Context: an optimization exercise on an open-source flow, tuned for a short achievable clock period and few clock cycles. The choices shown serve that exercise and are no tape-out recipe. Function was checked by simulation only, so behaviour that the tests miss may differ from the original. No activity file was given, so power comes from the tool's default toggle rates.

==> design.v <==
`timescale 1ns/1ns
module MIPS(input clk, rst,
	output [31:0] imem_addr, input [31:0] imem_data,
	output [31:0] dmem_addr, output [31:0] dmem_wdata, output dmem_we, input [31:0] dmem_rdata);
	localparam [5:0] OP_R = 6'd0, OP_ADDI = 6'd1, OP_SLTI = 6'd2, OP_LW = 6'd3, OP_SW = 6'd4,
	                 OP_BEQ = 6'd5, OP_J = 6'd6, OP_JR = 6'd7, OP_JAL = 6'd8;
	reg  [31:0] pc;
	reg  [31:0] regs [1:31];
	reg         x_valid;
	reg  [5:0]  x_op, x_func;
	reg  [4:0]  x_dst;
	reg         x_we, x_lw, x_sw, x_beq, x_jr, x_jal, x_useimm, x_sub, x_slt;
	reg  [2:0]  x_logic;           
	reg  [15:0] x_imm;
	reg  [31:0] x_pc4, x_a, x_b;
	reg         x_fma, x_fmb, x_fwa, x_fwb;   
	reg         m_we, m_lw, m_sw;
	reg  [4:0]  m_dst;
	reg  [31:0] m_res, m_sdata;
	reg         w_we;
	reg  [4:0]  w_dst;
	reg  [31:0] w_data;
	wire [5:0]  f_op = imem_data[31:26];
	wire [4:0]  f_rs = imem_data[25:21];
	wire [4:0]  f_rt = imem_data[20:16];
	wire [4:0]  f_rd = imem_data[15:11];
	wire [5:0]  f_func = imem_data[5:0];
	wire [31:0] f_pc4 = pc + 32'd4;
	wire f_isR    = f_op == OP_R;
	wire f_uses_rs = f_isR | f_op == OP_ADDI | f_op == OP_SLTI | f_op == OP_LW | f_op == OP_SW | f_op == OP_BEQ | f_op == OP_JR;
	wire f_uses_rt = f_isR | f_op == OP_SW | f_op == OP_BEQ;
	wire f_jump   = f_op == OP_J | f_op == OP_JAL;
	wire [31:0] f_a = (f_rs == 5'd0) ? 32'd0 : regs[f_rs];
	wire [31:0] f_b = (f_rt == 5'd0) ? 32'd0 : regs[f_rt];
	reg  [4:0]  f_dst;
	reg         f_we;
	always @(*) begin
		f_dst = 5'd0; f_we = 1'b0;
		case (f_op)
			OP_R:                  begin f_dst = f_rd;  f_we = 1'b1; end
			OP_ADDI, OP_SLTI, OP_LW: begin f_dst = f_rt;  f_we = 1'b1; end
			OP_JAL:                begin f_dst = 5'd31; f_we = 1'b1; end
			default: ;
		endcase
		if (f_dst == 5'd0) f_we = 1'b0;
	end
	wire stall = x_valid & x_lw &
	             ((f_uses_rs & f_rs == x_dst) | (f_uses_rt & f_rt == x_dst));
	wire [31:0] xa = x_fma ? m_res : x_fwa ? w_data : x_a;
	wire [31:0] xb = x_fmb ? m_res : x_fwb ? w_data : x_b;
	wire [31:0] x_sext = {{16{x_imm[15]}}, x_imm};
	wire [31:0] opb = x_useimm ? x_sext : xb;
	wire [31:0] sum = xa + (x_sub ? ~opb : opb) + {31'd0, x_sub};
	wire        ltu = xa < opb;
	reg  [31:0] x_res;
	always @(*) begin
		if (x_jal)             x_res = x_pc4;
		else if (x_slt)        x_res = {31'd0, ltu};
		else if (x_logic[0])   x_res = xa & opb;
		else if (x_logic[1])   x_res = xa | opb;
		else if (x_logic[2])   x_res = xa ^ opb;
		else                   x_res = sum;
	end
	wire        x_eq = xa == xb;
	wire [31:0] x_btarget = x_pc4 + {x_sext[29:0], 2'b00};
	wire        redirect = x_valid & ((x_beq & x_eq) | x_jr);
	wire [31:0] redirect_pc = x_jr ? xa : x_btarget;
	wire [31:0] f_jtarget = {f_pc4[31:28], imem_data[25:0], 2'b00};
	always @(posedge clk) begin
		if (rst)           pc <= 32'd0;
		else if (redirect) pc <= redirect_pc;
		else if (stall)    pc <= pc;
		else if (f_jump)   pc <= f_jtarget;
		else               pc <= f_pc4;
	end
	always @(posedge clk) begin
		if (rst | redirect | stall) x_valid <= 1'b0;
		else                        x_valid <= 1'b1;
		x_op   <= f_op;
		x_func <= f_func;
		x_dst  <= f_dst;
		x_we   <= f_we & ~(rst | redirect | stall);
		x_lw   <= f_op == OP_LW;
		x_sw   <= f_op == OP_SW;
		x_beq  <= f_op == OP_BEQ;
		x_jr   <= f_op == OP_JR;
		x_jal  <= f_op == OP_JAL;
		x_useimm <= f_op == OP_ADDI | f_op == OP_SLTI | f_op == OP_LW | f_op == OP_SW;
		x_sub  <= f_isR & f_func == 6'd1;
		x_slt  <= (f_isR & f_func == 6'd5) | f_op == OP_SLTI;
		x_logic <= {f_isR & f_func == 6'd4, f_isR & f_func == 6'd3, f_isR & f_func == 6'd2};
		x_imm  <= imem_data[15:0];
		x_pc4  <= f_pc4;
		x_a    <= f_a;
		x_b    <= f_b;
		x_fma  <= x_we & f_rs == x_dst;
		x_fmb  <= x_we & f_rt == x_dst;
		x_fwa  <= m_we & f_rs == m_dst;
		x_fwb  <= m_we & f_rt == m_dst;
	end
	always @(posedge clk) begin
		m_we    <= x_we & x_valid & ~rst;
		m_lw    <= x_lw & x_valid;
		m_sw    <= x_sw & x_valid & ~rst;
		m_dst   <= x_dst;
		m_res   <= x_res;
		m_sdata <= xb;
	end
	assign imem_addr  = pc;
	assign dmem_addr  = m_res;
	assign dmem_wdata = m_sdata;
	assign dmem_we    = m_sw;
	wire [31:0] m_wdata = m_lw ? dmem_rdata : m_res;
	integer i;
	always @(posedge clk) begin
		if (rst) begin
			for (i = 1; i < 32; i = i + 1) regs[i] <= 32'd0;
		end else if (m_we) begin
			regs[m_dst] <= m_wdata;
		end
	end
	always @(posedge clk) begin
		w_we   <= m_we & ~rst;
		w_dst  <= m_dst;
		w_data <= m_wdata;
	end
endmodule
==> run.sh <==
#!/bin/bash
# synth_recipe.tcl (not shown) runs the flow's synth.tcl, then flattens the netlist and writes it again
# the make line also repeats each setting of config.mk as NAME=value (left out here)
make -C /OpenROAD-flow-scripts/flow DESIGN_CONFIG=/design/flow/config.mk WORK_HOME=/design/flow/orfs CLKGATE_MAP_FILE= SYNTH_SCRIPT=/design/flow/synth_recipe.tcl finish
==> config.mk <==
export PLATFORM = sky130hd
export DESIGN_NAME = MIPS
export DESIGN_NICKNAME = MIPS
export VERILOG_FILES = /design/flow/design.v
export SDC_FILE = /design/flow/constraint.sdc
export NUM_CORES = 4
export LEC_CHECK = 0
export CAP_MARGIN = 20
export CORE_MARGIN = 2
export CORE_UTILIZATION = 40
export SLEW_MARGIN = 20
==> constraint.sdc <==
create_clock -name core_clock -period 10.5 [get_ports {clk}]
set_input_delay 2.1000 -clock core_clock [delete_from_list [all_inputs] [get_ports {clk}]]
set_output_delay 2.1000 -clock core_clock [all_outputs]
set_load 0.01 [all_outputs]
==> reports/results.txt <==
The biggest area consumer among synthesized cells was sky130_fd_sc_hd__edfxtp_1. Clock-pin slew was measured on the worst setup and hold paths at 70 ps. For the pin with the worst max-slew slack, the measured transition is 1170 ps. For the largest net degree at the start of global routing, the log shows 149. The library cell used most frequently in the layout, excluding fill and tap cells, is sky130_fd_sc_hd__nor2_1. The root buffer cell chosen for the clock tree is sky130_fd_sc_hd__clkbuf_16. At the worst endpoint, the arrival time is 6180 ps. The internal power of the cells is 0.00991 W, and the area of combinational cells with multiple inputs is 30900 sq um.

The critical path goes through mux2i_1, o21ai_0, mux2i_1, xnor2_1, ha_1, o211ai_1, o21ai_0, a21oi_1, o31ai_1, buf_4, a31o_2, a221o_1, a311o_1, xnor2_1, o21ai_0, a21o_1. Setup repair after global routing left no endpoint under its margin. Once the clock tree was built, the setup fixing pass inserted 0 buffers. The die outline height works out to 419 um.

The share of synthesized cell area in and, or, nand and nor gates was 9.83%. Share of flip-flops with an asynchronous set or reset after synthesis: 0%. The run gives 0 as the remaining global-route overflow. The worst register-to-register path has a depth of 16. The net count after synthesis is 5494, and the starting density of the core is 40.2%.

The net load switching power came out at 0.00463 W. The final weighted congestion of routability-driven global placement was 0.961; the adder-cell area share of the yosys netlist was 3.53%. The growth of design area from synthesis to finish came out at 13.7%. The logs give 47200 for the detailed-route via count and 182 MHz for the highest achievable clock rate. The run finished with no timing, DRC or antenna violations.

The tools report the post-detailed-route count of antenna-violating nets as 0. The buffer depth of the longest clock path is 3, and the relative slew slack is 21.8%. Class of the worst hold path: reg2reg.

Fill cells in the final layout number 15100. The first detailed-routing pass took 6 iterations. The master of the slowest instance on the critical path was sky130_fd_sc_hd__dfxtp_2. For the total placed instance area, the log shows 73300 sq um. The worst-skew pair later-pin latency was 810 ps; the number of cells traversed by the worst hold path was 0. In this run, the number of DRC markers left after iteration 0 of detailed routing was 6386. Synthesis inferred 1294 register bits. The finished layout cell area was 78300 sq um.

The final hold violation count was 0. By area the synthesized netlist is led by sky130_fd_sc_hd__edfxtp_1 45%, sky130_fd_sc_hd__mux4_2 21%, sky130_fd_sc_hd__dfxtp_1 7.8%, sky130_fd_sc_hd__nor2_1 6.5%, sky130_fd_sc_hd__ha_1 3.5%. For the worst setup path, the data required time is 11180 ps. The port buffer count came out at 162. The count of hold-fix buffers inserted at cts came out at 0.

Dividing total power by cell area gives a power density of 186 nW/um^2. Detailed placement ended at an HPWL of 156 mm. Synthesis handed over a netlist of 5235 instances. At the end of the flow, the number of nets in the layout was 5492. Net switching is 31.8% of the power. The final layout contains routed wiring with a total length of 245 mm.

Summed over all failing endpoints, the final setup total negative slack is 0 ps. VDD sags by at most 0.145 mV. After detailed routing, the number of vias per cell comes to 6.15. The highest net fanout along the worst path is 32.

The area share of the largest cell type after synthesis is 44.6%. The top cell types in the final layout, fill and taps aside, are 1194 x sky130_fd_sc_hd__nor2_1, 1024 x sky130_fd_sc_hd__edfxtp_1, 640 x sky130_fd_sc_hd__mux4_2. In this run the horizontal extent of the chip is 419 um. The synthesized netlist devotes 4.48% of its cell area to compound gates. The clock drives 1294 sinks. The global-route wire length before repair came out at 344 mm. STA classifies the critical path endpoint as a flip-flop. Counting flops with a built-in enable in the synthesized netlist gives 1024. The die covers 176000 sq um.

Final critical path time including I/O delays and setup: 5500 ps. The placeable core region is 171000 sq um, and the average cell area after synthesis is 13.2 sq um. TritonCTS created 148 clock buffers.

The cell with the most instances on the worst path was sky130_fd_sc_hd__o21ai_0. After synthesis, the largest family of logic cells by area is multiplexers. For the number of warnings reported in the yosys synthesis log, the log shows 1.

Registers take 36200 sq um. The final count of pins violating max slew came out at 0. The critical path is of the reg2reg type.

The tool flagged a number of max-cap violations equal to 0. The most used flip-flop cell after synthesis is sky130_fd_sc_hd__edfxtp_1. Setup violations remaining at the end of the flow were counted as 0.

For the floorplan row count, the log shows 152. Of the cells placed in the final design, the portion with a size suffix greater than 1 is 21.5%. The mux cell area share after synthesis is 24.2%. Once layout is complete, the utilization of the core stands at 45.7%. The number of global-route vias before repair was 46000.

STA classifies the critical path startpoint as a flip-flop. The synthesized netlist devotes 1.96% of its cell area to XOR and XNOR gates. The run gives 84 as the unique cell type count in the Yosys netlist. For the clock share of power, the log shows 35.2%. For this run, the total global-route usage over all layers was measured as 27.8%. The peak per-stage delay on the critical path came out at 970 ps. TritonCTS built the clock tree.

Summing the sequential cell areas from Yosys gives 52.5% of the chip area. The H-tree generated during clock tree synthesis spans 4 levels. The DRC violations left was 0; the leakage power of the design was 28.9 nW. The tools report the fraction of power consumed by combinational cells as 22.0%. The tools report the netlist area before placement as 68900 sq um.

The final critical-path share of the clock period is 52.4%, and the initial antenna violation count is 19. The number of gates given a new drive strength after cts is 0, and the routed length per instance is 32.0 um. The I/O pin count was 163; the setup clock skew after layout was 40.5 ps. The sequential group share of total power was 42.8%.
-- stage by stage --
stage	instances	total power, W	setup slack [ps]	hold WS, ps
after floorplan	5235	0.00790	5840	351
after global placement	7375	0.00928	4630	381
after detailed placement	7380	0.00934	4650	383
after CTS	7655	0.0144	4790	401
after global routing	7669	0.0150	4680	417
final	7670	0.0145	5000	399
-- critical path: cells and delay by family (launching register included) --
family,cells,cell delay [ps]
AO/OA/AOI/OAI,10,2870
XOR/XNOR,2,410
adder cells (fa/ha/maj),1,390
buffers and inverters,1,180
flip-flops,1,970
multiplexers,2,550
-- sequential cells by signal, summed over array words and instances, names as in the netlist, 3 cells and up --
register	cells
m_sdata	32
x_pc4	32
m_res	32
regs	1024
w_data	32
x_dst	5
x_b	32
pc	32
x_a	32
m_dst	5
x_imm	16
x_logic	3
-- cells in the mapped netlist, types with 51 or more instances --
master,instances
sky130_fd_sc_hd__xnor2_1,95
sky130_fd_sc_hd__mux4_2,640
sky130_fd_sc_hd__edfxtp_1,1024
sky130_fd_sc_hd__buf_1,79
sky130_fd_sc_hd__dfxtp_1,270
sky130_fd_sc_hd__mux2i_1,186
sky130_fd_sc_hd__nand2b_1,51
sky130_fd_sc_hd__a21oi_1,124
sky130_fd_sc_hd__nand2_1,199
sky130_fd_sc_hd__o21ai_0,111
sky130_fd_sc_hd__ha_1,191
sky130_fd_sc_hd__nor2_1,1197
sky130_fd_sc_hd__xor2_1,59
sky130_fd_sc_hd__inv_1,164
sky130_fd_sc_hd__clkbuf_1,344
-- cell families (layout without fill, tap and decap cells) --
logic type	count (synthesis)	count (layout)
AND/OR/NAND/NOR	1641	1641
flip-flops	1294	1294
multiplexers	860	860
buffers and inverters	616	739
AO/OA/AOI/OAI	477	477
adder cells (fa/ha/maj)	193	193
XOR/XNOR	154	154
other	0	2
-- worst paths after layout --
path / startpoint / endpoint / slack, ps
setup / recovery: x_fwb / m_res[28] / 5000
hold / removal: pc[0] / x_pc4[0] / 400
setup reg to reg: x_fwb / m_res[28] / 5000
hold reg to reg: pc[0] / x_pc4[0] / 400
-- power groups by stage --
| stage | registers [W] | logic, W | clock network [W] |
|---|---|---|---|
| after detailed placement | 0.00632 | 0.00302 | 0 |
| after floorplan | 0.00614 | 0.00176 | 0 |
| after global routing | 0.00625 | 0.00337 | 0.00536 |
| final | 0.00623 | 0.00320 | 0.00512 |
| after CTS | 0.00622 | 0.00303 | 0.00517 |
| after global placement | 0.00631 | 0.00297 | 0 |
-- area by class of cell --
type | count | area share (%)
Clock buffer | 202 | 5.23
Tap cell | 2310 | 3.69
Multi-Input combinational cell | 3325 | 39.5
Sequential cell | 1294 | 46.2
Antenna cell | 2 | 0.00639
Clock inverter | 73 | 0.826
Timing Repair Buffer | 298 | 3.80
Inverter | 166 | 0.795
-- per-layer routing --
metal	track usage, %	vias to the layer above	wire length (um)
met5	0	-	38
met4	13.7	6	13300
met3	7.37	525	28500
met2	42.8	2856	112000
met1	36.4	24300	91200
li1	-	19500	-
Testbench counts, summed over its fixed seeds: cycles 73,646.

[afterwards: timing with drivers on the ports]
The results above use ideal ports. As a check the final layout listed here was re-extracted and re-timed, cells and wires unchanged.
Step 1 (the two cells are an assumption about what drives the block):
set clk [get_ports {clk}]
set_driving_cell -lib_cell sky130_fd_sc_hd__clkbuf_16 $clk
set_driving_cell -lib_cell sky130_fd_sc_hd__buf_2 [delete_from_list [all_inputs] $clk]
Step 2 also shifts input and output timing later by t, the mid clock arrival at the registers, as if the neighbouring blocks saw the same clock.
a / b / c = no drivers / after step 1 / after step 2; a / b = the first two.
t, ns: 0.870
slack for setup (ns): 4.999 / 4.999 / 4.683
worst setup path after step 2: input to register
latest minus earliest clock arrival (ns): 0.041 / 0.040
slew at the worst register clock pin (ns): 0.07 / 0.07
After both steps setup and hold are still met in this run. The setup slack of this run moves by 0.000 ns with the drivers and by -0.316 ns with both steps.
